From an optimization exercise on the open Yosys and OpenROAD flow, aimed at small area and a short achievable clock period; shortcuts taken in it are not production practice.
In this exercise RTL edits were held to simulation tests only and were not proved equivalent to the original.

==> flow/design.v (outline; a module is shown in full before it is edited, if it fits) <==
// module md5: 969 lines
// module md5_rnd0: 305 lines
// module md5_tadd0: 6 lines
// module md5_rnd1: 294 lines
// module md5_rnd2: 298 lines
// module md5_rnd3: 295 lines
// module md5_tadd3: 6 lines
// module md5_rnd4: 308 lines
// module md5_tadd4: 6 lines
// module md5_rnd5: 296 lines
// module md5_tadd5: 6 lines
// module md5_rnd6: 300 lines
// module md5_tadd6: 6 lines
// module md5_rnd7: 296 lines
// module md5_tadd7: 6 lines
// module md5_rnd8: 308 lines
// module md5_tadd8: 6 lines
// module md5_rnd9: 296 lines
// module md5_tadd9: 6 lines
// module md5_rnd10: 300 lines
// module md5_tadd10: 6 lines
// module md5_rnd11: 296 lines
// module md5_tadd11: 6 lines
// module md5_rnd12: 308 lines
// module md5_tadd12: 6 lines
// module md5_rnd13: 296 lines
// module md5_tadd13: 6 lines
// module md5_rnd14: 300 lines
// module md5_tadd14: 6 lines
// module md5_rnd15: 296 lines
// module md5_tadd15: 7 lines
// module md5_rnd16: 316 lines
// module md5_tadd16: 6 lines
// module md5_rnd17: 300 lines
// module md5_tadd17: 6 lines
// module md5_rnd18: 296 lines
// module md5_tadd18: 7 lines
// module md5_rnd19: 296 lines
// module md5_tadd19: 6 lines
// module md5_rnd20: 316 lines
// module md5_tadd20: 6 lines
// module md5_rnd21: 300 lines
// module md5_tadd21: 6 lines
// module md5_rnd22: 296 lines
// module md5_tadd22: 6 lines
// module md5_rnd23: 296 lines
// module md5_tadd23: 6 lines
// module md5_rnd24: 316 lines
// module md5_tadd24: 6 lines
// module md5_rnd25: 300 lines
// module md5_tadd25: 6 lines
// module md5_rnd26: 296 lines
// module md5_tadd26: 6 lines
// module md5_rnd27: 296 lines
// module md5_tadd27: 6 lines
// module md5_rnd28: 316 lines
// module md5_tadd28: 6 lines
// module md5_rnd29: 300 lines
// module md5_tadd29: 6 lines
// module md5_rnd30: 296 lines
// ... 67 more modules
module md5_pipe(
  input          clk,
  input          rst,
  input          in_valid,
  input  [0:63]  in_txt,
  output         out_valid,
  output [0:127] hash,
  output [0:63]  out_txt
);
  // ...
==> flow/flow/run.sh <==
#!/bin/bash
# Own layout flow: map the MD5 round modules by hand (flow/premap.py), then
# run the standard flow (standard.sh: ORFS synthesis, floorplan, place,
# CTS, route, finish) on the design with those modules pre-mapped. The
# registers and all other logic go through the standard synthesis unchanged.
set -euo pipefail
W=$PWD
python3 flow/premap.py design.v design_pm.v > premap.log 2>&1
sed "s#^export VERILOG_FILES = .*#export VERILOG_FILES = $W/design_pm.v#" config.mk > config_pm.mk
grep -q "design_pm.v" config_pm.mk
sed "s#DESIGN_CONFIG=[^ ]*#DESIGN_CONFIG=$W/config_pm.mk#" standard.sh > standard_pm.sh
grep -q "config_pm.mk" standard_pm.sh
bash standard_pm.sh "$@" > orfs.log 2>&1
[[ $# -gt 0 ]] || test -f out/final.def
==> flow/standard.sh <==
#!/bin/bash
# synth_recipe.tcl (not shown) runs the flow's synth.tcl, then flattens the netlist and writes it again
# the make line also repeats each setting of config.mk as NAME=value (left out here)
make -C /OpenROAD-flow-scripts/flow DESIGN_CONFIG=/design/flow/config.mk WORK_HOME=/design/flow/orfs CLKGATE_MAP_FILE= SYNTH_SCRIPT=/design/flow/synth_recipe.tcl "${@:-finish}"
==> flow/config.mk <==
export PLATFORM = sky130hd
export DESIGN_NAME = md5_pipe
export DESIGN_NICKNAME = md5_pipe
export VERILOG_FILES = /design/flow/design.v
export SDC_FILE = /design/flow/constraint.sdc
export NUM_CORES = 8
export LEC_CHECK = 0
export CAP_MARGIN = 20
export CORE_MARGIN = 2
export CORE_UTILIZATION = 40
export SETUP_SLACK_MARGIN = 4.7
export SLEW_MARGIN = 20
export SYNTH_HIERARCHICAL = 1
==> flow/constraint.sdc <==
create_clock -name core_clock -period 7.5 [get_ports {clk}]
set_input_delay 1.5000 -clock core_clock [delete_from_list [all_inputs] [get_ports {clk}]]
set_output_delay 1.5000 -clock core_clock [all_outputs]
set_load 0.01 [all_outputs]
Not shown: flow/flow/premap.py
==> summary.md, run 1 <==
| Metric | Value |
|---|---|
| Hold buffer count at cts | 0 |
| Die Ht | 1.18 mm |
| Syn Inst Count | 62000 |
| DRT met1 WL | 765 mm |
| Synth async-reset ratio | 0% |
| Final Hold Slack | 261 ps |
| Worst Tran Pin Value | 1130 ps |
| Met3 Use GR | 4.21% |
| Area of the multi-input gates | 0.311 mm^2 |
| Status | finished clean |
| Bufs w/o clock | 3721 |
| GR met2 Demand/Resource | 41.5% |
| Routability cong. | 0.987 |
| CP Depth | 1 |
| Fraction of area in registers | 36.6% |
| Clock Skews | 127 ps |
| Core ar. | 1.38 mm^2 |
| Via count | 426000 |
| Reg2reg path depth | 16 |
| Hold Vio Cnt, Final | 0 |
| Hold crit path type | flop to flop |
| DRC marker count from the first detailed-route iteration | 39100 |
| Wirelength per Cell | 22.7 um |
| Commonest non-fill, non-tap cell in the layout | dfxtp_1 |
| Post-Syn Area per Cell | 8.90 um^2 |
| RSZ-0062 raised after global routing | yes |
==> run 2, diff against run 1 <==
--- a/flow/flow/premap.py
+++ b/flow/flow/premap.py
@@ -276,4 +276,40 @@
     return cur
 
+def brent_kung(nl, gt):
+    """all prefixes over gt with a Brent-Kung network (few nodes)"""
+    n = len(gt)
+    cur = list(gt)
+    d = 1
+    while d < n:
+        for k in range(2*d - 1, n, 2*d):
+            cur[k] = comb(nl, cur[k], cur[k-d])
+        d *= 2
+    d //= 2
+    while d >= 1:
+        for k in range(3*d - 1, n, 2*d):
+            cur[k] = comb(nl, cur[k], cur[k-d])
+        d //= 2
+    return cur
+
+def tadd_net(nl, a, b, k):
+    """a + b + k (a, b: lists of 32 Sigs, b may be None; k a constant)"""
+    kk = const_sigs(k)
+    if b is None:
+        x, y = a, kk
+    else:
+        x = []; y = [ZERO]
+        for j in range(32):
+            sm, cy = nl.fa(a[j], b[j], kk[j])
+            x.append(sm)
+            if j < 31:
+                y.append(cy)
+    gt = [(AND(nl, x[j], y[j]), OR(nl, x[j], y[j])) for j in range(32)]
+    pp = [XOR(nl, x[j], y[j]) for j in range(32)]
+    pre = brent_kung(nl, gt)
+    out = [XOR(nl, pp[0], ZERO, exact=True)]
+    for j in range(1, 32):
+        out.append(XOR(nl, pp[j], pre[j-1][0], exact=True))
+    return out
+
 def reduce_tree(nl, gt):
     """group (G, T) over all of gt (lowest first) as a balanced tree"""
@@ -383,5 +419,29 @@
 
 
-def premap(src, kind="sklansky", csa="fa"):
+def tadd_module_body(i, ports):
+    """md5_tadd<i>: tn = d + K' or d + m + K' (round 0: m1 + K')"""
+    MC = {2: 0x80, 14: 64}
+    def g(r):
+        if r < 16: return r
+        if r < 32: return (5*r+1) % 16
+        if r < 48: return (3*r+5) % 16
+        return (7*r) % 16
+    nl = Netlist("n")
+    ins = [p for p in ports if p != "tn"]
+    if i == 0:
+        out = tadd_net(nl, var_sigs("m1"), None, (H[3] + K[1]) & MASK)
+    else:
+        w = g(i+1)
+        if w in (0, 1):
+            out = tadd_net(nl, var_sigs("d"), var_sigs(ins[1]), K[i+1] & MASK)
+        else:
+            out = tadd_net(nl, var_sigs("d"), None, (K[i+1] + MC.get(w, 0)) & MASK)
+    xs = [nl.pos(out[k]) for k in range(32)]
+    nl.prune(xs)
+    body = nl.verilog() + "\n" + "\n".join(f"assign tn[{k}] = {xs[k]};" for k in range(32))
+    return body, len(nl.cells)
+
+
+def premap(src, kind="sklansky", csa="fa", tadd=True):
     out = []
     pos = 0
@@ -396,5 +456,19 @@
         pos = m.end(3)
     out.append(src[pos:])
+    src = "".join(out)
     print(f"premap: {ncell} cells in the round modules")
+    if not tadd:
+        return src
+    out = []; pos = 0; ncell = 0
+    for m in re.finditer(r"module md5_tadd(\d+)\((.*?)\);(.*?)endmodule", src, re.S):
+        i = int(m.group(1))
+        ports = re.findall(r"(?:input|output)\s+\[31:0\]\s+(\w+)", m.group(2))
+        body, n = tadd_module_body(i, ports)
+        ncell += n
+        out.append(src[pos:m.start(3)])
+        out.append("\n" + body + "\n")
+        pos = m.end(3)
+    out.append(src[pos:])
+    print(f"premap: {ncell} cells in the T adder modules")
     return "".join(out)
 
@@ -404,4 +478,5 @@
     kind = os.environ.get("PREMAP_PREFIX", "sklansky")
     csa = os.environ.get("PREMAP_CSA", "fa")
+    tadd = os.environ.get("PREMAP_TADD", "1") == "1"
     src = open(sys.argv[1]).read()
-    open(sys.argv[2], "w").write(premap(src, kind, csa))
+    open(sys.argv[2], "w").write(premap(src, kind, csa, tadd))
--- a/flow/config.mk
+++ b/flow/config.mk
@@ -8,6 +8,9 @@
 export CAP_MARGIN = 20
 export CORE_MARGIN = 2
-export CORE_UTILIZATION = 40
-export SETUP_SLACK_MARGIN = 4.7
+export CORE_UTILIZATION = 62
+export CTS_CLUSTER_DIAMETER = 80
+export CTS_CLUSTER_SIZE = 30
+export PLACE_DENSITY = 0.72
+export SETUP_SLACK_MARGIN = 4.6
 export SLEW_MARGIN = 20
 export SYNTH_HIERARCHICAL = 1
==> summary.md, run 2 <==
| Metric | Value |
|---|---|
| DP HPWL | 1280 mm (was 1440 mm) |
| Post-Syn Area per Cell | 8.69 um^2 (was 8.90 um^2) |
| GRT Overall Usage | 34.2% (was 25.6%) |
| Die Ht | 947 um (was 1.18 mm) |
| WP buf/inv | 1 (unchanged) |
| CP max FO | 1 (unchanged) |
| CTS clk-pin slew, worst paths | 110 ps (was 60 ps) |
| FF/Latch Area | 0.253 mm^2 (was 0.256 mm^2) |
| Metal2 WL | 756 mm (was 867 mm) |
| Register area share after synthesis | 44.9% (about the same) |
| CTS buffer count | 602 (was 1351) |
| Wirelength per Cell | 22.0 um (was 22.7 um) |
| Slew margin rel. | 31.1% (was 24.4%) |
| Hold crit path type | flop to flop (unchanged) |
| Syn Inst Count | 63500 (was 62000) |
| Via count | 392000 (was 426000) |
| Most used DFF post-synth | dfxtp_1 (unchanged) |
| Hold buffer count at cts | 0 (unchanged) |
| Final period demand of the worst path | 3170 ps (was 3410 ps) |
| Critical path required time | 6000 ps (about the same) |
| CTS root buf | clkbuf_16 (unchanged) |
| Maximum root-to-sink buffer count | 4 (was 6) |
| Worst Setup Path Type | flop to output pin (unchanged) |
| Final Hold Slack | 301 ps (was 261 ps) |
| Largest net degree at the start of global routing | 66 (unchanged) |
| RSZ-0062 raised after global routing | yes (unchanged) |
| Synth async-reset ratio | 0% (unchanged) |
| DRC viols | 0 (unchanged) |
| DR WL met3 | 122 mm (was 151 mm) |
| Area growth syn-to-layout | 12.5% (was 26.6%) |
| Starting Density | 62.2% (was 40.1%) |
| Slowest library cell on the worst path | dfxtp_2 (was dfxtp_4) |
| Routability cong. | 1.03 (was 0.987) |
| Mapped cell area | 0.552 mm^2 (about the same) |
| Die area | 0.898 mm^2 (was 1.39 mm^2) |
| #FFs+latches synth | 12400 (unchanged) |
| Slowest cell delay on critical path | 340 ps (was 440 ps) |
| Fill count | 67100 (was 122000) |
| I/O pin count | 260 (unchanged) |
| Total global routing overflow | 0 (unchanged) |
| Worst skew pair latency | 1200 ps (was 1330 ps) |
| CTS H-tree depth | 6 (was 7) |
| F_max | 316 MHz (was 294 MHz) |
| Share of the synthesized area in the top cell type | 44.9% (about the same) |
| Setup TNS | 0 ps (unchanged) |
| Yosys warnings | 9 (unchanged) |
| Clock Skews | 70.3 ps (was 127 ps) |
| CP top delay family | flip-flops (unchanged) |
| Max reg flops | 4160 (unchanged) |
| Clk sink count | 12400 (unchanged) |
| Highest metal used | met5 (unchanged) |
| Status | finished clean (unchanged) |
| Core ar. | 0.887 mm^2 (was 1.38 mm^2) |
| Commonest non-fill, non-tap cell in the layout | dfxtp_1 (unchanged) |
| Die width | 947 um (was 1.18 mm) |
| Crit. End Element | output pin (unchanged) |
| Crit path DAT | 1670 ps (was 1910 ps) |
| Worst Tran Pin Value | 1030 ps (was 1130 ps) |
| Commonest cells post-synth | dfxtp_1, nor2_1, inv_1 (unchanged) |
| Worst-path cell chain | buf_6 (unchanged) |
| DRC marker count from the first detailed-route iteration | 34200 (was 39100) |
| DR vias/cell | 5.23 (was 5.05) |
| Initial antenna violation count | 146 (was 205) |
| Setup violators final | 0 (unchanged) |
| Nets@finish | 64600 (was 67400) |
| Share of cells above drive strength 1 | 19.0% (was 28.0%) |
| Hold Vio Cnt, Final | 0 (unchanged) |
| Most frequent cells in the layout | dfxtp_1, inv_1, nor2_1 (unchanged) |
| Vias in the first global route | 355000 (was 391000) |
| Most flops, register | m0.msg (unchanged) |
| Site Rows | 346 (was 431) |
| Total of max-cap violations | 0 (unchanged) |
| Final ANT Viol Nets | 0 (unchanged) |
| Port buffer count | 259 (unchanged) |
| Wire length of the first global-routing pass | 2280 mm (was 2640 mm) |
| Post-synth EDFFs | 0 (unchanged) |
| Final worst-path cycle share | 42.2% (was 45.4%) |
| Top flop regs | m0.msg x4160, vld x65 (unchanged) |
| Area contributors post-synth | dfxtp_1, xnor2_1, fa_1 (unchanged) |
| Area of the multi-input gates | 0.275 mm^2 (was 0.311 mm^2) |
| Routed WL | 1650 mm (was 1920 mm) |
| Final Slew Violations | 0 (unchanged) |
| Startpoint types | flop (unchanged) |
| DRT met1 WL | 616 mm (was 765 mm) |
| Area leader, netlist | dfxtp_1 (unchanged) |
| Drt pass-1 iters | 8 (was 9) |
| Synth Net Count | 65500 (was 64500) |
| Most numerous cell in the Yosys netlist | dfxtp_1 (unchanged) |
| TritonCTS clock tree | yes (unchanged) |
| Post-synth cell types | 74 (was 183) |
## run 2: cell types whose count changed after synthesis, moves of 372 or more
cell and delta:
buf_4 +1894, ha_1 -421, inv_1 +1132, nand2_1 +583
nor2_1 +602, o21ai_1 +421, xnor2_1 +372
## run 2: final timing paths
kind / from / end / slack [ps] / depth (start not counted)
worst max-delay path: m0.rd[10] / hash[109] / 4330 / 1
worst min-delay path: m0.msg[20][31] / m0.msg[21][31] / 300 / 0
worst min register to register: m0.msg[20][31] / m0.msg[21][31] / 300 / 0
worst max register to register: m0.x54_0[18] / m0.x55_0[23] / 4460 / 14
## run 2: kinds of logic (layout without fill, tap and decap cells)
group	after synthesis	in the layout	synth area share [%]
flops	12400	12400	44.9
buf+inv	12900	12300	11.5
xor+xnor	7941	7959	12.6
mux	928	928	1.89
compound gates	9670	9697	9.46
simple gates	17800	17800	12.6
fa+ha+maj	1948	1948	7.06
other cells	0	82	0
## run 2: repair_timing
item,CTS,global route
setup buffers,669,1375
pin swaps,648,2271
gates cloned,50,88
gates resized for setup,4584,7209
setup endpoints to repair,1800,1652
## run 2: final cells by class
type / instances / share of cell area [%]
clock inverters: 348 / 0.966
inverters: 8838 / 5.35
clock buffers: 630 / 2.47
repair buffers: 2465 / 3.63
multi-input cells: 38300 / 44.3
diodes: 82 / 0.0331
flip-flops and latches: 12400 / 40.8
well taps: 11800 / 2.39
repair inverters: 9 / 0.0105
## run 2: routing by layer
metal  track usage, %  vias up
li1                 -   188000
met5                0        -
met1             40.9   182000
met2             56.9    15900
met3             5.02     5557
met4             24.2       72
## run 2: per-module statistics from Yosys (local to each module, per instance), excerpt
module,cell area [um^2],times used
md5_rnd29,3900,1
md5_rnd12,3900,1
md5_rnd54,3870,1
md5_rnd9,3840,1
md5_rnd13,3840,1
md5_rnd42,3740,1
md5_tadd60,808,1
## run 2: stage by stage
step	instance area (um^2)	setup slack [ps]	util (%)	cells
final	621000	4330	69.9	74900
after floorplan	553000	4400	-	63500
after CTS	582000	4260	65.6	73400
after detailed placement	541000	3290	61.0	71700
after global routing	620000	4290	69.9	74800
after global placement	541000	3280	61.0	71700
==> run 3, diff against run 2 <==
--- a/flow/config.mk
+++ b/flow/config.mk
@@ -8,9 +8,9 @@
 export CAP_MARGIN = 20
 export CORE_MARGIN = 2
-export CORE_UTILIZATION = 62
+export CORE_UTILIZATION = 55
 export CTS_CLUSTER_DIAMETER = 80
 export CTS_CLUSTER_SIZE = 30
-export PLACE_DENSITY = 0.72
-export SETUP_SLACK_MARGIN = 4.6
+export PLACE_DENSITY = 0.68
+export SETUP_SLACK_MARGIN = 4.3
 export SLEW_MARGIN = 20
 export SYNTH_HIERARCHICAL = 1
==> summary.md, run 3 <==
| Metric | Value |
|---|---|
| Maximum root-to-sink buffer count | 5 (was 4) |
| Site Rows | 367 (was 346) |
| Area leader, netlist | dfxtp_1 (unchanged) |
| Share of cells above drive strength 1 | 6.90% (was 19.0%) |
| Finished Cell Area | 0.578 mm^2 (was 0.621 mm^2) |
| Post-synth cell types | 74 (unchanged) |
| Reg2reg path depth | 14 (unchanged) |
| Total global routing overflow | 0 (unchanged) |
| Clock Skews | 104 ps (was 70.3 ps) |
| DRC viols | 0 (unchanged) |
| Mapped cell area | 0.552 mm^2 (unchanged) |
| Most flops, register | m0.msg (unchanged) |
| CP max FO | 11 (was 1) |
| Final ANT Viol Nets | 0 (unchanged) |
| Non-Filler Instances | 74600 (was 74900) |
| GR Util met1 | 36.5% (was 40.9%) |
| CTS H-tree depth | 6 (unchanged) |
| I/O pin count | 260 (unchanged) |
| DRC marker count from the first detailed-route iteration | 32100 (was 34200) |
| CTS root buf | clkbuf_16 (unchanged) |
| GR met2 Demand/Resource | 51.4% (was 56.9%) |
| Worst Setup Path Type | flop to flop (was flop to output pin) |
| Port buffer count | 259 (unchanged) |
| Final worst setup slack | 4300 ps (was 4330 ps) |
| F_max | 312 MHz (was 316 MHz) |
| Met3 Use GR | 4.13% (was 5.02%) |
| Hold Path Origin | m0.msg[18][23] (was m0.msg[20][31]) |
| Final period demand of the worst path | 3200 ps (was 3170 ps) |
| Nets@finish | 62900 (was 64600) |
| Starting Density | 55.2% (was 62.2%) |
| Via count | 376000 (was 392000) |
| Die Ht | 1.01 mm (was 947 um) |
| Setup violators final | 0 (unchanged) |
| Yosys warnings | 9 (unchanged) |
| Total of max-cap violations | 0 (unchanged) |
| Final worst-path cycle share | 42.7% (was 42.2%) |
| Area post-placement | 0.543 mm^2 (was 0.541 mm^2) |
| Hold crit path type | flop to flop (unchanged) |
| Most numerous cell in the Yosys netlist | dfxtp_1 (unchanged) |
| Crit. End Element | flop (was output pin) |
| Max reg flops | 4160 (unchanged) |
| Status | finished clean (unchanged) |
| Synth Net Count | 65500 (unchanged) |
| Worst hold stages | 0 (unchanged) |
| Setup TNS | 0 ps (unchanged) |
| Worst skew pair latency | 1180 ps (was 1200 ps) |
| Worst r2r src | m0.x50_0[11] (was m0.x54_0[18]) |
| Critical path required time | 8520 ps (was 6000 ps) |
| Synth async-reset ratio | 0% (unchanged) |
| Commonest cells post-synth | dfxtp_1, nor2_1, inv_1 (unchanged) |
| Post-synth EDFFs | 0 (unchanged) |
| Register area share after synthesis | 44.9% (unchanged) |
| Post-place setup slack | 3100 ps (was 3290 ps) |
| Die width | 1.01 mm (was 947 um) |
| Area contributors post-synth | dfxtp_1, xnor2_1, fa_1 (unchanged) |
| Startpoint types | flop (unchanged) |
| #FFs+latches synth | 12400 (unchanged) |
| Final Slew Violations | 0 (unchanged) |
| Most frequent cells in the layout | dfxtp_1, nor2_1, inv_1 (was dfxtp_1, inv_1, nor2_1) |
| Wirelength per Cell | 21.3 um (was 22.0 um) |
| Vias in the first global route | 348000 (was 355000) |
| Cells after DPL | 73200 (was 71700) |
| Routability cong. | 1.02 (was 1.03) |
| Util after Layout | 57.9% (was 69.9%) |
| Slew margin rel. | 29.7% (was 31.1%) |
| Clk sink count | 12400 (unchanged) |
| Reg-to-reg endpoint | m0.x51_0[27] (was m0.x55_0[23]) |
| Hold Vio Cnt, Final | 0 (unchanged) |
| Area growth syn-to-layout | 4.80% (was 12.5%) |
| GRT Overall Usage | 30.4% (was 34.2%) |
| Hold Path Sink | m0.msg[19][23] (was m0.msg[21][31]) |
| Top flop regs | m0.msg x4160, vld x65 (unchanged) |
| DP HPWL | 1300 mm (was 1280 mm) |
| Initial antenna violation count | 145 (was 146) |
| Syn Inst Count | 63500 (unchanged) |
| CTS clk-pin slew, worst paths | 110 ps (about the same) |
| Share of the synthesized area in the top cell type | 44.9% (unchanged) |
| Post-Syn Area per Cell | 8.69 um^2 (unchanged) |
| TritonCTS clock tree | yes (unchanged) |
| Most used DFF post-synth | dfxtp_1 (unchanged) |
| Largest net degree at the start of global routing | 66 (unchanged) |
| Wire length of the first global-routing pass | 2270 mm (was 2280 mm) |
| Drt pass-1 iters | 7 (was 8) |
| Routed WL | 1590 mm (was 1650 mm) |
| DR vias/cell | 5.04 (was 5.23) |
| R2R Setup Slk | 4300 ps (was 4460 ps) |
| Crit path DAT | 4230 ps (was 1670 ps) |
| Global route hottest layer | met2 (unchanged) |
| RSZ-0062 raised after global routing | yes (unchanged) |
| Commonest non-fill, non-tap cell in the layout | dfxtp_1 (unchanged) |
| Die area | 1.01 mm^2 (was 0.898 mm^2) |
| Worst Tran Pin Value | 1050 ps (was 1030 ps) |
| Core ar. | 0.999 mm^2 (was 0.887 mm^2) |
| CTS buffer count | 615 (was 602) |
[run 3: kinds of logic after synthesis]
family / share of synthesized area [%]
flip-flops: 44.9
buffers and inverters: 11.5
AND/OR/NAND/NOR: 12.6
multiplexers: 1.89
XOR/XNOR: 12.6
AO/OA/AOI/OAI: 9.46
adder cells (fa/ha/maj): 7.06
[run 3: worst max-delay path by stage]
stage	startpoint	end	slack, ps	cells after the start
after floorplan	m0.x28_2[13]	m0.x31_0[20]	4300	15
after global placement	in_txt[6]	m0.x0_0[7]	2910	9
after detailed placement	in_txt[6]	m0.x0_0[11]	3100	12
after CTS	m0.x37_2[30]	m0.x40_0[20]	4190	9
after global routing	m0.x41_1[16]	m0.x43_0[23]	4190	14
final	m0.x50_0[11]	m0.x51_0[27]	4300	14
[run 3: what timing repair did]
item,4_1_cts,5_1_grt
gates cloned,22,19
pin swaps,85,258
gates resized for setup,1952,1823
endpoints found under the setup margin,1543,1288
setup buffers,122,258
hold buffers,0,0
[run 3: metal layers]
| layer | vias up | wire length [um] |
|---|---|---|
| met3 | 4203 | 102000 |
| met1 | 174000 | 618000 |
| li1 | 185000 | - |
| met4 | 64 | 126000 |
| met2 | 12800 | 742000 |
| met5 | - | 430 |
[run 3: metrics by stage]
| stage | hold slack (ps) |
|---|---|
| after global placement | 310 |
| after detailed placement | 312 |
| after CTS | 286 |
| final | 286 |
| after global routing | 289 |
| after floorplan | 310 |
[run 3: critical path, cell delays in order, from the launching register on]
cell and delay, ps:
dfxtp_1 590, nand2b_1 190, xor2_1 290, fa_1 520, nand2_1 120, inv_1 50
nand2_1 120, nor2_1 60, buf_4 160, nand2_2 210, nor2_1 70, inv_1 190
o21bai_4 120, a21oi_1 200, xor2_1 230
[run 3: final cells by class]
cell class,count,area [um^2]
Antenna cell,59,148
Timing Repair Buffer,779,7010
Tap cell,13300,16600
Multi-Input combinational cell,38300,251000
Sequential cell,12400,249000
Timing Repair inverter,2,15.0
Clock buffer,657,16000
Fill cell,88300,421000
Inverter,8838,33200
Clock inverter,322,4880
[run 3: per-module statistics from Yosys (local to each module, per instance), excerpt]
module	cells inside	copies in the design	cell area, um^2
md5_rnd18	630	1	3790
md5_tadd45	127	1	751
md5_rnd13	642	1	3840
md5_tadd60	138	1	808
md5_tadd36	136	1	802
md5_rnd39	630	1	3840
md5_tadd40	342	1	2020
md5_rnd54	651	1	3870
md5_tadd7	134	1	778
==> run 4, diff against run 3 <==
--- a/flow/flow/run.sh
+++ b/flow/flow/run.sh
@@ -6,4 +6,6 @@
 set -euo pipefail
 W=$PWD
+# premap.py settings: prefix network of the round adders, carry-save style
+export PREMAP_PREFIX=bk PREMAP_CSA=fa
 python3 flow/premap.py design.v design_pm.v > premap.log 2>&1
 sed "s#^export VERILOG_FILES = .*#export VERILOG_FILES = $W/design_pm.v#" config.mk > config_pm.mk
--- a/flow/flow/premap.py
+++ b/flow/flow/premap.py
@@ -112,4 +112,5 @@
         self.wires = []
         self.invcache = {}
+        self.level = {}
     def newnet(self):
         self.n += 1
@@ -117,7 +118,11 @@
         self.wires.append(w)
         return w
+    def lev(self, s):
+        return 0 if s.const() else self.level.get(s.net, 0)
     def inst(self, cell, conns, outpin):
         o = self.newnet()
         self.cells.append((cell, conns + [(outpin, o)]))
+        lv = max([self.level.get(n, 0) for _, n in conns] + [0])
+        self.level[o] = lv + (0.5 if cell.endswith("inv_1") else 1)
         return o
     def pos(self, s):
@@ -247,5 +252,6 @@
 def MUX(nl, s, a1, a0): return nl.gate(lambda x, y, z: y if x else z, [s, a1, a0])
 
-ALIGN = True
+import os
+ALIGN = os.environ.get("PREMAP_ALIGN", "late")
 
 def comb(nl, hi, lo):
@@ -253,5 +259,10 @@
     each level is one inverting gate (a21oi/nand2, then o21ai/nor2, ...)."""
     if ALIGN:
-        ref = lo[0] if not lo[0].const() else lo[1]
+        # bring the earlier pair to the polarity of the later one
+        lh = max(nl.lev(hi[0]), nl.lev(hi[1])); ll = max(nl.lev(lo[0]), nl.lev(lo[1]))
+        late, early = (hi, lo) if (lh > ll or ALIGN == "lo") else (lo, hi)
+        if ALIGN == "lo":
+            late = lo
+        ref = late[0] if not late[0].const() else late[1]
         if not ref.const():
             hi = (nl.as_pol(hi[0], ref.inv), nl.as_pol(hi[1], ref.inv))
@@ -262,4 +273,6 @@
     """all prefixes (G, T) over gt[0..k] for each k"""
     def comb_(hi, lo): return comb(nl, hi, lo)
+    if kind == "bk":
+        return brent_kung(nl, gt)
     if kind == "sklansky":
         def sk(v):
==> summary.md, run 4 <==
| Metric | Value |
|---|---|
| Status | finished clean (unchanged) |
| Post-synth cell types | 74 (unchanged) |
| Mapped cell area | 0.540 mm^2 (was 0.552 mm^2) |
| Area post-placement | 0.530 mm^2 (was 0.543 mm^2) |
| CTS clk-pin slew, worst paths | 110 ps (about the same) |
| Starting Density | 55.1% (was 55.2%) |
| CP max FO | 5 (was 11) |
| Drt pass-1 iters | 6 (was 7) |
| Final ANT Viol Nets | 0 (unchanged) |
| Most flops, register | m0.msg (unchanged) |
| TritonCTS clock tree | yes (unchanged) |
| Crit. End Element | flop (unchanged) |
| Routed WL | 1560 mm (was 1590 mm) |
| Final worst setup slack | 4180 ps (was 4300 ps) |
| Nets@finish | 60400 (was 62900) |
| Crit path DAT | 4350 ps (was 4230 ps) |
| Synth async-reset ratio | 0% (unchanged) |
| Area leader, netlist | dfxtp_1 (unchanged) |
| Area contributors post-synth | dfxtp_1, xnor2_1, fa_1 (unchanged) |
| Worst r2r src | m0.x40_2[12] (was m0.x50_0[11]) |
| CTS root buf | clkbuf_16 (unchanged) |
| Worst skew pair latency | 1160 ps (was 1180 ps) |
| Via count | 362000 (was 376000) |
| Die Ht | 995 um (was 1.01 mm) |
| Wirelength per Cell | 21.8 um (was 21.3 um) |
| DRC viols | 0 (unchanged) |
| Final worst-path cycle share | 44.3% (was 42.7%) |
| DR vias/cell | 5.05 (was 5.04) |
| Initial antenna violation count | 160 (was 145) |
| Setup TNS | 0 ps (unchanged) |
| Share of cells above drive strength 1 | 10.0% (was 6.90%) |
| Most frequent cells in the layout | dfxtp_1, nor2_1, inv_1 (unchanged) |
| CTS H-tree depth | 6 (unchanged) |
| Clk sink count | 12400 (unchanged) |
| Most numerous cell in the Yosys netlist | dfxtp_1 (unchanged) |
| Die area | 0.990 mm^2 (was 1.01 mm^2) |
| Setup violators final | 0 (unchanged) |
| Final period demand of the worst path | 3320 ps (was 3200 ps) |
| FF/Latch Area | 0.250 mm^2 (was 0.249 mm^2) |
| CTS buffer count | 624 (was 615) |
| Routability cong. | 1.01 (was 1.02) |
| Post-synth EDFFs | 0 (unchanged) |
| GRT Overall Usage | 30.4% (about the same) |
| DRC marker count from the first detailed-route iteration | 30500 (was 32100) |
| Clock Skews | 88.6 ps (was 104 ps) |
| Total global routing overflow | 0 (unchanged) |
| Hold buffer count at cts | 0 (unchanged) |
| RSZ-0062 raised after global routing | yes (unchanged) |
| Final Slew Violations | 0 (unchanged) |
| Wire length of the first global-routing pass | 2220 mm (was 2270 mm) |
| Max reg flops | 4160 (unchanged) |
| Reg2reg path depth | 16 (was 14) |
| CP endpoint | m0.x43_0[24] (was m0.x51_0[27]) |
| Yosys warnings | 9 (unchanged) |
| Post-place setup slack | 3050 ps (was 3100 ps) |
| Post-Syn Area per Cell | 8.90 um^2 (was 8.69 um^2) |
| Total of max-cap violations | 0 (unchanged) |
| Port buffer count | 259 (unchanged) |
| Share of the synthesized area in the top cell type | 45.9% (was 44.9%) |
| Vias in the first global route | 336000 (was 348000) |
| F_max | 301 MHz (was 312 MHz) |
| Register area share after synthesis | 45.9% (was 44.9%) |
| DP HPWL | 1280 mm (was 1300 mm) |
| Most used DFF post-synth | dfxtp_1 (unchanged) |
| R2R Setup Slk | 4180 ps (was 4300 ps) |
| Maximum root-to-sink buffer count | 5 (unchanged) |
| #FFs+latches synth | 12400 (unchanged) |
| Final Hold Slack | 271 ps (was 286 ps) |
| Syn Inst Count | 60700 (was 63500) |
| Fill count | 85200 (was 88300) |
| Area growth syn-to-layout | 6.13% (was 4.80%) |
| Core ar. | 0.981 mm^2 (was 0.999 mm^2) |
| I/O pin count | 260 (unchanged) |
| Commonest non-fill, non-tap cell in the layout | dfxtp_1 (unchanged) |
| Largest net degree at the start of global routing | 66 (unchanged) |
| Synth Net Count | 62700 (was 65500) |
| Commonest cells post-synth | dfxtp_1, nor2_1, inv_1 (unchanged) |
| Critical path required time | 8530 ps (was 8520 ps) |
| Area of the multi-input gates | 0.249 mm^2 (was 0.251 mm^2) |
| Hold Path Origin | m0.msg[0][54] (was m0.msg[18][23]) |
| Worst Setup Path Type | flop to flop (unchanged) |
| Hold crit path type | flop to flop (unchanged) |
| Worst Tran Pin Value | 1040 ps (was 1050 ps) |
| CP startpoint | m0.x40_2[12] (was m0.x50_0[11]) |
| Startpoint types | flop (unchanged) |
| Site Rows | 364 (was 367) |
| Top flop regs | m0.msg x4160, vld x65 (unchanged) |
| Hold Vio Cnt, Final | 0 (unchanged) |
| Reg-to-reg endpoint | m0.x43_0[24] (was m0.x51_0[27]) |
| Slew margin rel. | 30.3% (was 29.7%) |
| Finished Cell Area | 0.573 mm^2 (was 0.578 mm^2) |
| Die width | 995 um (was 1.01 mm) |
[run 4: cell count changes in the layout (fill, tap and decap cells not counted), sizes merged, moves of 62 or more]
cell,previous run,this run
a21oi,3151,2812
o21bai,1163,1101
nor2,9286,9144
o21ai,5037,4851
nand2,7456,6976
buf,714,920
inv,9005,7480
[run 4: through the flow]
step	utilization, %	cells
after detailed placement	54.1	70000
after global routing	58.4	71700
after global placement	54.1	70000
after floorplan	-	60700
after CTS	56.9	71300
final	58.5	71800
[run 4: metal layers]
metal	global-route usage [%]	vias to the layer above	routed length, um
li1	-	178000	-
met1	36.9	168000	614000
met2	51.8	12100	737000
met3	3.88	3969	95700
met4	18.2	68	117000
met5	0	-	445
[run 4: cells by family (layout without fill, tap and decap cells)]
group	Yosys count	after routing	share of synthesized area [%]
mux	928	928	1.93
other cells	0	71	0
buf+inv	11300	9290	10.6
flops	12400	12400	45.9
fa+ha+maj	1948	1948	7.21
compound gates	9049	9069	9.05
xor+xnor	7941	7954	12.9
simple gates	17100	17200	12.4
[run 4: what timing repair did]
action,CTS,global route
resized for setup,2328,3167
gates cloned,25,17
pin swaps,156,569
setup endpoints to repair,1542,1269
buffers inserted,172,449
[run 4: how the worst min path moves through the flow]
stage	endpoint	slack (ps)	cells after the start
floorplan	m0.msg[10][0]	310	0
global placement	m0.msg[24][2]	310	0
detailed placement	m0.msg[46][24]	310	0
CTS	m0.msg[1][54]	280	0
global route	m0.msg[7][35]	280	0
finish	m0.msg[1][54]	270	0
[run 4: cell type report]
class	instances	share of cell area (%)
Timing Repair Buffer	990	1.46
Timing Repair inverter	2	0.00262
Clock buffer	667	2.81
Antenna cell	71	0.0310
Clock inverter	345	0.925
Sequential cell	12400	43.7
Tap cell	13000	2.84
Multi-Input combinational cell	37000	43.5
Inverter	7286	4.77
[run 4: per-module statistics from Yosys (local to each module, per instance), excerpt]
module / cell area (um^2) / cells
md5_rnd4: 3710 / 607
md5_tadd14: 822 / 142
md5_rnd37: 3880 / 634
md5_rnd3: 3080 / 528
md5_rnd19: 3490 / 563
md5_tadd43: 831 / 144
md5_tadd22: 751 / 127
md5_tadd45: 762 / 130
md5_rnd8: 3710 / 607
md5_rnd48: 3850 / 644
[run 4: critical path, cell delays in order, from the launching register on]
cell     delay (ps)
dfxtp_4         380
xnor2_1         140
xnor2_1         290
fa_1            520
nor2_2          130
o21ai_1          80
inv_1            90
o21ai_4          80
a21oi_2         180
buf_6           140
o21ai_4          80
a21oi_4         180
o21ai_2         110
a21oi_4         240
o21ai_4         140
a21oi_2         200
xor2_2          210

separate check: timing with driven ports:
How much do the figures lean on ideal ports? The routed layouts below were timed once more, with nothing changed but the port constraints.
Step 1, drivers: a clkbuf_16 drives clk and a buf_2 each remaining input, both assumed.
Step 2 adds t to the input delays and takes it off the output delays; t is the mean of the earliest and latest rising clock arrival at the registers after step 1. Input paths then give back, and output paths get back, about the clock's delay inside the block.
Slacks: ideal ports / drivers / drivers and shift; pairs: ideal ports / drivers.
run | t, ns | setup slack, ns | cell pins on the clock port's net
run 1 | 1.458 | 4.094 / 3.909 / 3.502 | 1
run 2 | 1.338 | 4.333 / 4.179 / 3.633 | 1
run 3 | 1.285 | 4.295 / 4.210 / 3.314 | 1
run 4 | 1.275 | 4.179 / 4.179 / 3.331 | 1
After both steps every run listed still meets setup and hold. For run 3, which loses most, drivers alone change the setup slack by -0.085 ns; drivers and shift together by -0.981 ns.
